Background: an optimization exercise with open tools, aiming at small area and a short achievable clock period. Do not read the settings as production practice. At most, simulation tests tie the RTL to the original design; equivalence was not proved. Function not checked in runs 2 and 3: the RTL went through the layout flow alone. Power is estimated from default activity; no workload was simulated.

## flow/design.v (module list and top-level ports; edited modules follow where they fit)
// module mk_mac: 964 lines
module mk_mac(CLK,
	      RST_N,
	      put_inp_A_a,
	      EN_put_inp_A,
	      RDY_put_inp_A,
	      put_inp_B_b,
	      EN_put_inp_B,
	      RDY_put_inp_B,
	      put_inp_C_c,
	      EN_put_inp_C,
	      RDY_put_inp_C,
	      put_inp_sel_sel,
	      EN_put_inp_sel,
	      RDY_put_inp_sel,
	      get_mac_op,
	      RDY_get_mac_op);
  // ...
==> flow/flow/run.sh <==
#!/bin/bash
# Standard synthesis, then the standard layout steps with faster port
# buffers and a tighter timing-repair target.
set -e
bash standard.sh synth > synth.log 2>&1
bash standard.sh "BUFFER_PORTS_ARGS=-buffer_cell sky130_fd_sc_hd__buf_2" SETUP_SLACK_MARGIN=6.2 finish > layout.log 2>&1
==> flow/standard.sh <==
#!/bin/bash
# synth_recipe.tcl (not shown) runs the flow's synth.tcl, then flattens the netlist and writes it again
# the make line also repeats each setting of config.mk as NAME=value (left out here)
make -C /OpenROAD-flow-scripts/flow DESIGN_CONFIG=/design/flow/config.mk WORK_HOME=/design/flow/orfs CLKGATE_MAP_FILE= SYNTH_SCRIPT=/design/flow/synth_recipe.tcl "${@:-finish}"
==> flow/config.mk <==
export PLATFORM = sky130hd
export DESIGN_NAME = mk_mac
export DESIGN_NICKNAME = mk_mac
export VERILOG_FILES = /design/flow/design.v
export SDC_FILE = /design/flow/constraint.sdc
export NUM_CORES = 8
export LEC_CHECK = 0
export ABC_AREA = 0
export CAP_MARGIN = 0
export CORE_MARGIN = 2
export CORE_UTILIZATION = 65
export CTS_CLUSTER_DIAMETER = 100
export CTS_CLUSTER_SIZE = 30
export PLACE_DENSITY = 0.75
export SLEW_MARGIN = 0
export TNS_END_PERCENT = 10
==> flow/constraint.sdc <==
create_clock -name core_clock -period 9.0 [get_ports {CLK}]
set_input_delay 1.8000 -clock core_clock [delete_from_list [all_inputs] [get_ports {CLK}]]
set_output_delay 1.8000 -clock core_clock [all_outputs]
set_load 0.01 [all_outputs]
==> impl_metrics.yaml, run 1 <==
synth:
  synth.most_common_cell: "dfxtp_1"
  synth_compound_area_frac: 0.0668
  synth-simple-area-share: 0.115
  synth.top_cell.area_share: 0.442
  yosysSeqAreaShare: 0.562
  async_flop_share: 0
  synth_area_leaders: "dfxtp_1 (44%), edfxtp_1 (12%), fa_1 (4.9%), ha_1 (4.9%), xnor2_1 (3.2%)"
worst_setup_path:
  cp-end-kind: "register"
  path_cells: "ha_2, fa_2, a21o_1, a21o_1, a2111oi_4, o31ai_4, a41o_1, a211oi_2, o21bai_1, a21o_1, ha_1"
  worst-endpoint-required_ns: 9.50
  reg2reg_from: "t0_r0[0]"
  regToRegSetupSlack_ns: 6.04
timing:
  max_freq_ghz: 0.338
  fin_crit_sh: 0.329
  clock_skew_ns: 0.0256
power_and_ir_drop:
  swShare: 0.337
  powerSeq_mw: 4.05
  p_switching_mw: 2.75
  power_leader: "registers"
finish:
  insertedDiodeCount: 0
  postLayoutCellArea_mm2: 0.0268
die:
  taps: 511
  ios: 108
  fp.dieH_um: 199
  start_util: 0.657
  fp.dieW_um: 199
run_status:
  status: "timing/DRC/antenna clean"
global_route:
  grtUsageMet2: 0.429
  grt_use_met3: 0.0259
  grt_overflow: 0
clocking:
  clock_path_buffers: 3
detailed_routing:
  ant_nets: 0
  met2_wirelength_um: 23400
  first_pass_iters: 5
==> run 2, diff against run 1 <==
--- a/flow/design.v
+++ b/flow/design.v
@@ -806,24 +806,26 @@
   wire lz_c86 = lz_v73 ? lz_c76 : lz_c81;
   wire lz_c87 = lz_v73 ? lz_c77 : lz_c82;
   wire lz_c88 = ~lz_v73;
   wire lz_v = lz_v83;
   wire [4:0] lz_c = {lz_c88, lz_c87, lz_c86, lz_c85, lz_c84};
   wire [4:0] lz = lz_v ? lz_c : 5'd2;
   reg        t6_s;
   reg [7:0]  t6_e;
-  reg [4:0]  t6_l, t6_ln;          
+  wire       z16 = (t5_m[27:12] == 16'd0);
+  reg [3:0]  t6_l;
+  reg [4:0]  t6_ln;                
   reg [27:0] t6_m;
   always @(posedge CLK) begin
     t6_s   <= t5_s;
     t6_e   <= t5_e;                 
-    t6_l   <= lz;
+    t6_l   <= lz[3:0];
     t6_ln  <= ~lz;
-    t6_m   <= t5_m;
+    t6_m   <= z16 ? {t5_m[11:0], 16'd0} : t5_m;
   end
   wire [27:0] nm = t6_m << t6_l;
   wire v6 = vld[6];
   reg        t7_s, t7_rnd;
   reg [7:0]  t7_e;
   reg [22:0] t7_f;
   always @(posedge CLK) begin
     t7_s   <= v6 & t6_s;
==> flow/flow/run.sh (replaced) <==
#!/bin/bash
# Standard synthesis, then the standard layout steps with faster port
# buffers and a tighter timing-repair target.
set -e
bash standard.sh synth > synth.log 2>&1
bash standard.sh "BUFFER_PORTS_ARGS=-buffer_cell sky130_fd_sc_hd__buf_2" SETUP_SLACK_MARGIN=6.15 finish > layout.log 2>&1
--- a/flow/config.mk
+++ b/flow/config.mk
@@ -8,9 +8,8 @@
 export ABC_AREA = 0
 export CAP_MARGIN = 0
 export CORE_MARGIN = 2
 export CORE_UTILIZATION = 65
 export CTS_CLUSTER_DIAMETER = 100
 export CTS_CLUSTER_SIZE = 30
 export PLACE_DENSITY = 0.75
 export SLEW_MARGIN = 0
-export TNS_END_PERCENT = 10
==> impl_metrics.yaml, run 2 <==
worst_setup_path:
  critPathBufInv: 1
  path_cells: "buf_6"
  regToRegSetupSlack_ns: 6.18
  critPathMaxFanout: 1
  crit_family: "flip-flops"
  crit_cells: 1
  worst-endpoint-required_ns: 7.20
  start_kind: "register"
  endpoint: "get_mac_op[0]"
  cp.arrival_ns: 1.08
  cp-end-kind: "output pin"
  reg2reg_from: "t2_e[0]"
  r2r_end: "t3_sh[2]"
  reg2reg_depth: 12
  cp_slowest_stage_delay_ns: 0.37
  crit_type: "reg2out"
  cp-startpoint: "rg_out[0]"
  cpMaxStageDelayCell: "dfxtp_4"
timing:
  rsz0062_at_grt: "true"
  max_slew_margin: 0.267
  fin_crit_sh: 0.320
  hold_viol_final: 0
  tightest_slew_ns: 1.10
  worst_hold_slack_ns: 0.328
  fin_crit_ns: 2.88
  max_freq_ghz: 0.347
  finalSetupViolations: 0
  maxSlewViolCount: 0
  clock_skew_ns: 0.0203
  tns_ns: 0
synth:
  syn-cell-area_mm2: 0.0248
  synth.top_cell.area_share: 0.440
  synth_area_leaders: "dfxtp_1 (44%), edfxtp_1 (12%), fa_1 (4.8%), ha_1 (4.8%), mux4_2 (2.9%)"
  synth_edf_count: 98
  synthCells: 2111
  synth_top_cell_by_area: "dfxtp_1"
  yosys_most_used_dff: "dfxtp_1"
  yosys_warnings: 1
  synth-seq-cells: 643
  synth_common_cells: "dfxtp_1 (545), inv_1 (124), nor2_1 (122)"
  ys_types: 71
  synth.most_common_cell: "dfxtp_1"
  yosysSeqAreaShare: 0.558
  async_flop_share: 0
  avgSynthCellArea_um2: 11.8
die:
  fp.dieH_um: 199
  fp.dieW_um: 199
  fp.coreArea_mm2: 0.0377
  start_util: 0.659
  rows: 71
  dieArea_mm2: 0.0398
  ios: 108
worst_hold_path:
  hold_class: "reg2reg"
clocking:
  root_buffer: "clkbuf_16"
  h-tree-depth: 1
  cts.sinks: 643
  clock_path_buffers: 3
  cts_tree: "built"
  clk_latency_ns: 0.60
  cts.reportedPaths.clkPinSlew_ns: 0.11
  cts_buffers: 25
  holdBufCountCts: 0
global_route:
  grt_pass1_vias: 14500
  grt_pass1_wl_um: 78000
  antenna_found_initial: 0
  grt_overflow: 0
  grt_max_degree: 49
  grtUsageTotal: 0.254
finish:
  final_common_cell: "dfxtp_1"
  instances_no_fill: 2734
  postLayoutCellArea_mm2: 0.0270
  layout-drive-gt1-share: 0.142
  mostFrequentLayoutCells: "dfxtp_1 (523), inv_1 (123), nor2_1 (121)"
  utilization: 0.717
  insertedDiodeCount: 0
  area_growth_pct: 8.83
  nets: 2435
  fillCellCount: 2737
power_and_ir_drop:
  internal_power_mw: 5.39
  swShare: 0.344
  power_frac_seq: 0.497
  pwr_density_cell_mw_per_mm2: 304
  p_clk_frac: 0.167
  p_switching_mw: 2.82
  leakage_nw: 11.4
  peakVddDrop_mv: 0.185
  p_comb_frac: 0.335
detailed_routing:
  ant_nets: 0
  first_pass_iters: 5
  wirelength_um: 50500
  drtIter0Drc: 864
  wire_per_inst_um: 18.5
  vias: 15000
  vias_per_cell: 5.49
  drc_errors: 0
place:
  dp_hpwl_um: 38300
  dp_cells: 2666
  port_buffers: 102
  placed_cell_area_mm2: 0.0258
  gp_congestion: 0.933
job:
  cap_viol_max_count: 0
run_status:
  status: "timing/DRC/antenna clean"
-- run 2: cell count changes in the layout (fill, tap and decap cells not counted), sizes merged, moves of 6 or more --
cell    previous run  this run
xnor2             91        75
o311ai             0         7
nand2            123       111
o21ai             54        63
o211ai            11         2
xor2              49        64
inv              144       124
nand3             30        24
nor2b             41        33
o22ai             11         3
nor2             113       122
nand2b            21        30
-- run 2: how the worst min path moves through the flow --
| stage | start | to | depth (start not counted) |
|---|---|---|---|
| global placement | t0_e[3] | t1_e[3] | 0 |
| finish | t0_e[7] | t1_e[7] | 0 |
| floorplan | t9[0] | t10[0] | 0 |
| global route | t8[27] | t9[27] | 0 |
| CTS | t8[13] | t9[13] | 0 |
| detailed placement | t9[25] | t10[25] | 0 |
-- run 2: routing by layer --
metal,vias up,track usage,wire (um)
li1,7396,-,-
met1,7178,0.337,22400
met2,361,0.443,24800
met3,86,0.0282,2090
met4,0,0.0702,1300
met5,-,0,0
-- run 2: logic make-up (layout without fill, tap and decap cells) --
kind of cell               after synthesis  count (layout)  synth area share
AOI/OAI and AO/OA                      282             282            0.0743
xor gates and xnor gates               139             139            0.0490
adders and majority gates              156             156            0.0968
buffers and inverters                  200             308            0.0314
DFF                                    643             643             0.558
muxes                                  142             142            0.0758
other                                    1               5          0.000151
and+or+nand+nor                        548             548             0.114
-- run 2: power groups by stage --
| stage | sequential (mW) | clock (mW) | combinational [mW] |
|---|---|---|---|
| 3_5_place_dp | 4.13 | 0 | 2.64 |
| 2_1_floorplan | 3.91 | 0 | 2.05 |
| 3_3_place_gp | 4.12 | 0 | 2.58 |
| 4_1_cts | 4.07 | 1.40 | 2.68 |
| 6_report | 4.08 | 1.37 | 2.75 |
| 5_1_grt | 4.15 | 1.50 | 3.06 |
-- run 2: through the flow --
stage,setup WS [ns],power (mW)
after floorplan,6.16,5.96
after global placement,5.74,6.69
after detailed placement,5.60,6.77
after CTS,6.09,8.15
after global routing,6.08,8.70
final,6.12,8.20
-- run 2: final cells by class --
class                      count  area [um^2]  area share
tap                          511          639      0.0237
clock inverter                 4         61.3     0.00227
sequential                   643        13900       0.514
timing repair buffer         140          922      0.0341
multi-input combinational   1272        10300       0.383
clock buffer                  38          674      0.0250
inverter                     126          478      0.0177
-- run 2: repair_timing --
item	CTS	global route
resized for setup	31	51
pin swaps	2	14
setup endpoints to repair	97	93
setup buffers	3	22
gates cloned	0	1
==> run 3, diff against run 2 <==
==> flow/flow/run.sh (replaced) <==
#!/bin/bash
# Standard synthesis, then the standard layout steps with faster port
# buffers and a tighter timing-repair target.
set -e
bash standard.sh synth > synth.log 2>&1
bash standard.sh "BUFFER_PORTS_ARGS=-buffer_cell sky130_fd_sc_hd__buf_2" SETUP_SLACK_MARGIN=6.3 finish > layout.log 2>&1
--- a/flow/config.mk
+++ b/flow/config.mk
@@ -13,3 +13,4 @@
 export CTS_CLUSTER_SIZE = 30
 export PLACE_DENSITY = 0.75
 export SLEW_MARGIN = 0
+export TNS_END_PERCENT = 5
==> impl_metrics.yaml, run 3 <==
global_route:
  grt_pass1_wl_um: 79700
  grtUsageTotal: 0.260
  grt_overflow: 0
  grt_pass1_vias: 14800
  antenna_found_initial: 1
  grt_max_degree: 49
synth:
  yosys_warnings: 1
  synthCells: 2111
  synth_area_leaders: "dfxtp_1 (44%), edfxtp_1 (12%), fa_1 (4.8%), ha_1 (4.8%), mux4_2 (2.9%)"
  yosys_most_used_dff: "dfxtp_1"
  synth_top_cell_by_area: "dfxtp_1"
  synth_compound_area_frac: 0.0743
  yosysSeqAreaShare: 0.558
  ys_types: 71
  syn-cell-area_mm2: 0.0248
  synth_edf_count: 98
  synth-simple-area-share: 0.114
  synth.most_common_cell: "dfxtp_1"
  synthXorXnorAreaFrac: 0.0490
  async_flop_share: 0
  avgSynthCellArea_um2: 11.8
  synthMuxAreaShare: 0.0758
  synth-seq-cells: 643
  synth.top_cell.area_share: 0.440
  synth_top_family_by_area: "simple AND/OR/NAND/NOR gates"
  synth_adder_area_share: 0.0968
  synth_common_cells: "dfxtp_1 (545), inv_1 (124), nor2_1 (122)"
die:
  fp.dieW_um: 199
  fp.coreArea_mm2: 0.0377
  rows: 71
  start_util: 0.659
  dieArea_mm2: 0.0398
  fp.dieH_um: 199
  ios: 108
timing:
  max_freq_ghz: 0.349
  rsz0062_at_grt: "true"
  worst_hold_slack_ns: 0.328
  hold_viol_final: 0
  tns_ns: 0
  tightest_slew_ns: 1.12
  fin_crit_ns: 2.86
  finalSetupViolations: 0
  maxSlewViolCount: 0
  fin_crit_sh: 0.318
  clock_skew_ns: 0.0316
  max_slew_margin: 0.255
job:
  cap_viol_max_count: 0
place:
  placed_cell_area_mm2: 0.0258
  dp_hpwl_um: 38500
  gp_congestion: 0.955
  port_buffers: 102
  dp_cells: 2664
detailed_routing:
  drtIter0Drc: 771
  ant_nets: 0
  first_pass_iters: 6
  vias: 14900
  vias_per_cell: 5.48
  drc_errors: 0
  wirelength_um: 50500
  wire_per_inst_um: 18.5
worst_setup_path:
  critPathBufInv: 1
  cp-end-kind: "output pin"
  cp_slowest_stage_delay_ns: 0.37
  critPathMaxFanout: 1
  reg2reg_depth: 9
  path_cells: "buf_6"
  crit_family: "flip-flops"
  r2r_end: "t3_sh[2]"
  regToRegSetupSlack_ns: 6.19
  cp.arrival_ns: 1.06
  cpMaxStageDelayCell: "dfxtp_2"
  start_kind: "register"
  reg2reg_from: "t2_e[1]"
  worst-endpoint-required_ns: 7.20
  crit_type: "reg2out"
power_and_ir_drop:
  p_clk_frac: 0.166
  internal_power_mw: 5.34
  leakage_nw: 11.4
  pwr_density_cell_mw_per_mm2: 303
  power_frac_seq: 0.502
  p_comb_frac: 0.332
  swShare: 0.344
  peakVddDrop_mv: 0.183
  p_switching_mw: 2.81
clocking:
  cts_buffers: 25
  h-tree-depth: 1
  root_buffer: "clkbuf_16"
  cts.reportedPaths.clkPinSlew_ns: 0.11
  holdBufCountCts: 0
  clk_latency_ns: 0.60
  cts.sinks: 643
  clock_path_buffers: 3
  cts_tree: "built"
finish:
  multi_input_area_mm2: 0.0103
  layout-drive-gt1-share: 0.134
  area_growth_pct: 8.24
  fillCellCount: 2725
  instances_no_fill: 2727
  postLayoutCellArea_mm2: 0.0269
  ff_latch_area_mm2: 0.0139
  mostFrequentLayoutCells: "dfxtp_1 (531), inv_1 (122), nor2_1 (120)"
  nets: 2429
  final_common_cell: "dfxtp_1"
  insertedDiodeCount: 0
worst_hold_path:
  min_from: "t0_e[0]"
  hold_class: "reg2reg"
  holdPathStages: 0
  hold_end: "t1_e[0]"
run_status:
  status: "timing/DRC/antenna clean"
==> run 3: changes by cell type in the layout (fill, tap and decap cells not counted), sizes merged <==
cell	delta
buf	-8
bufbuf	+1
bufinv	-1
clkbuf	-1
clkinvlp	-2
inv	+3
nor2	+1
==> run 3: routing by layer <==
metal / up-vias / routed length (um) / GRT usage
met3: 66 / 2080 / 0.0311
met1: 7127 / 22300 / 0.348
li1: 7393 / - / -
met2: 351 / 25000 / 0.455
met5: - / 0 / 0
met4: 0 / 1180 / 0.0595
==> run 3: power by group through the flow <==
| stage | clock [mW] | sequential, mW | combinational, mW |
|---|---|---|---|
| floorplan | 0 | 3.91 | 2.05 |
| global placement | 0 | 4.12 | 2.57 |
| detailed placement | 0 | 4.14 | 2.62 |
| CTS | 1.39 | 4.08 | 2.66 |
| global route | 1.49 | 4.16 | 3.03 |
| finish | 1.35 | 4.09 | 2.70 |
==> run 3: logic make-up (layout without fill, tap and decap cells) <==
kind of cell               Yosys count  count (layout)
AOI/OAI and AO/OA                  282             282
adders and majority gates          156             156
xor gates and xnor gates           139             139
and+or+nand+nor                    548             549
buffers and inverters              200             300
other                                1               5
DFF                                643             643
muxes                              142             142
==> run 3: area by class of cell <==
cell class	instances	area share
repair buffers	133	0.0304
multi-input cells	1273	0.385
clock buffers	37	0.0250
clock inverters	4	0.00158
inverters	126	0.0177
well taps	511	0.0238
flip-flops and latches	643	0.516
==> run 3: repair_timing <==
item / CTS / global route
gates resized for setup: 21 / 34
buffers inserted: 4 / 16
setup endpoints to repair: 120 / 115
cloned: 1 / 1
pin swaps: 1 / 11
==> run 3: how the worst max path moves through the flow <==
stage                     startpoint             to  slack, ns  depth (start not counted)
after global routing         t2_e[1]       t3_sh[2]       6.05                          9
after detailed placement     t2_e[3]       t3_sh[2]       5.62                          9
final                      rg_out[4]  get_mac_op[4]       6.14                          1
after global placement       t2_e[3]       t3_sh[2]       5.74                          9
after CTS                  rg_out[8]  get_mac_op[8]       6.12                          1
after floorplan                md_i8       t0_r1[8]       6.21                         10
==> run 3: per-stage QoR <==
step | setup WS, ns | total power [mW] | utilization
finish | 6.14 | 8.15 | 0.713
global route | 6.05 | 8.67 | 0.713
floorplan | 6.21 | 5.97 | -
CTS | 6.12 | 8.13 | 0.707
detailed placement | 5.62 | 6.76 | 0.685
global placement | 5.74 | 6.69 | 0.685

[port drivers added, routing unchanged]
In the flow no input, the clock included, has a driving cell. The finished layouts below were timed again as built, in two steps. Step 1 assumes that a clkbuf_16 drives the clock port and a buf_2 every other input. Step 2, shift: input delay + t, output delay - t, t = (earliest + latest rising clock arrival at the registers) / 2. This alone moves slack from input paths to output paths. Three values: no drivers, after step 1, after step 2; two values: the first two.
run | t (ns) | setup slack, ns | worst setup path at the end | worst slew at a driven data input, ns
run 1 | 0.649 | 6.038 / 6.026 / 6.038 | register to register | 0.04
run 2 | 0.641 | 6.117 / 6.064 / 6.144 | input to register | 0.03
run 3 | 0.633 | 6.138 / 6.086 / 6.156 | input to register | 0.05
After both steps setup and hold are still met in every run listed.
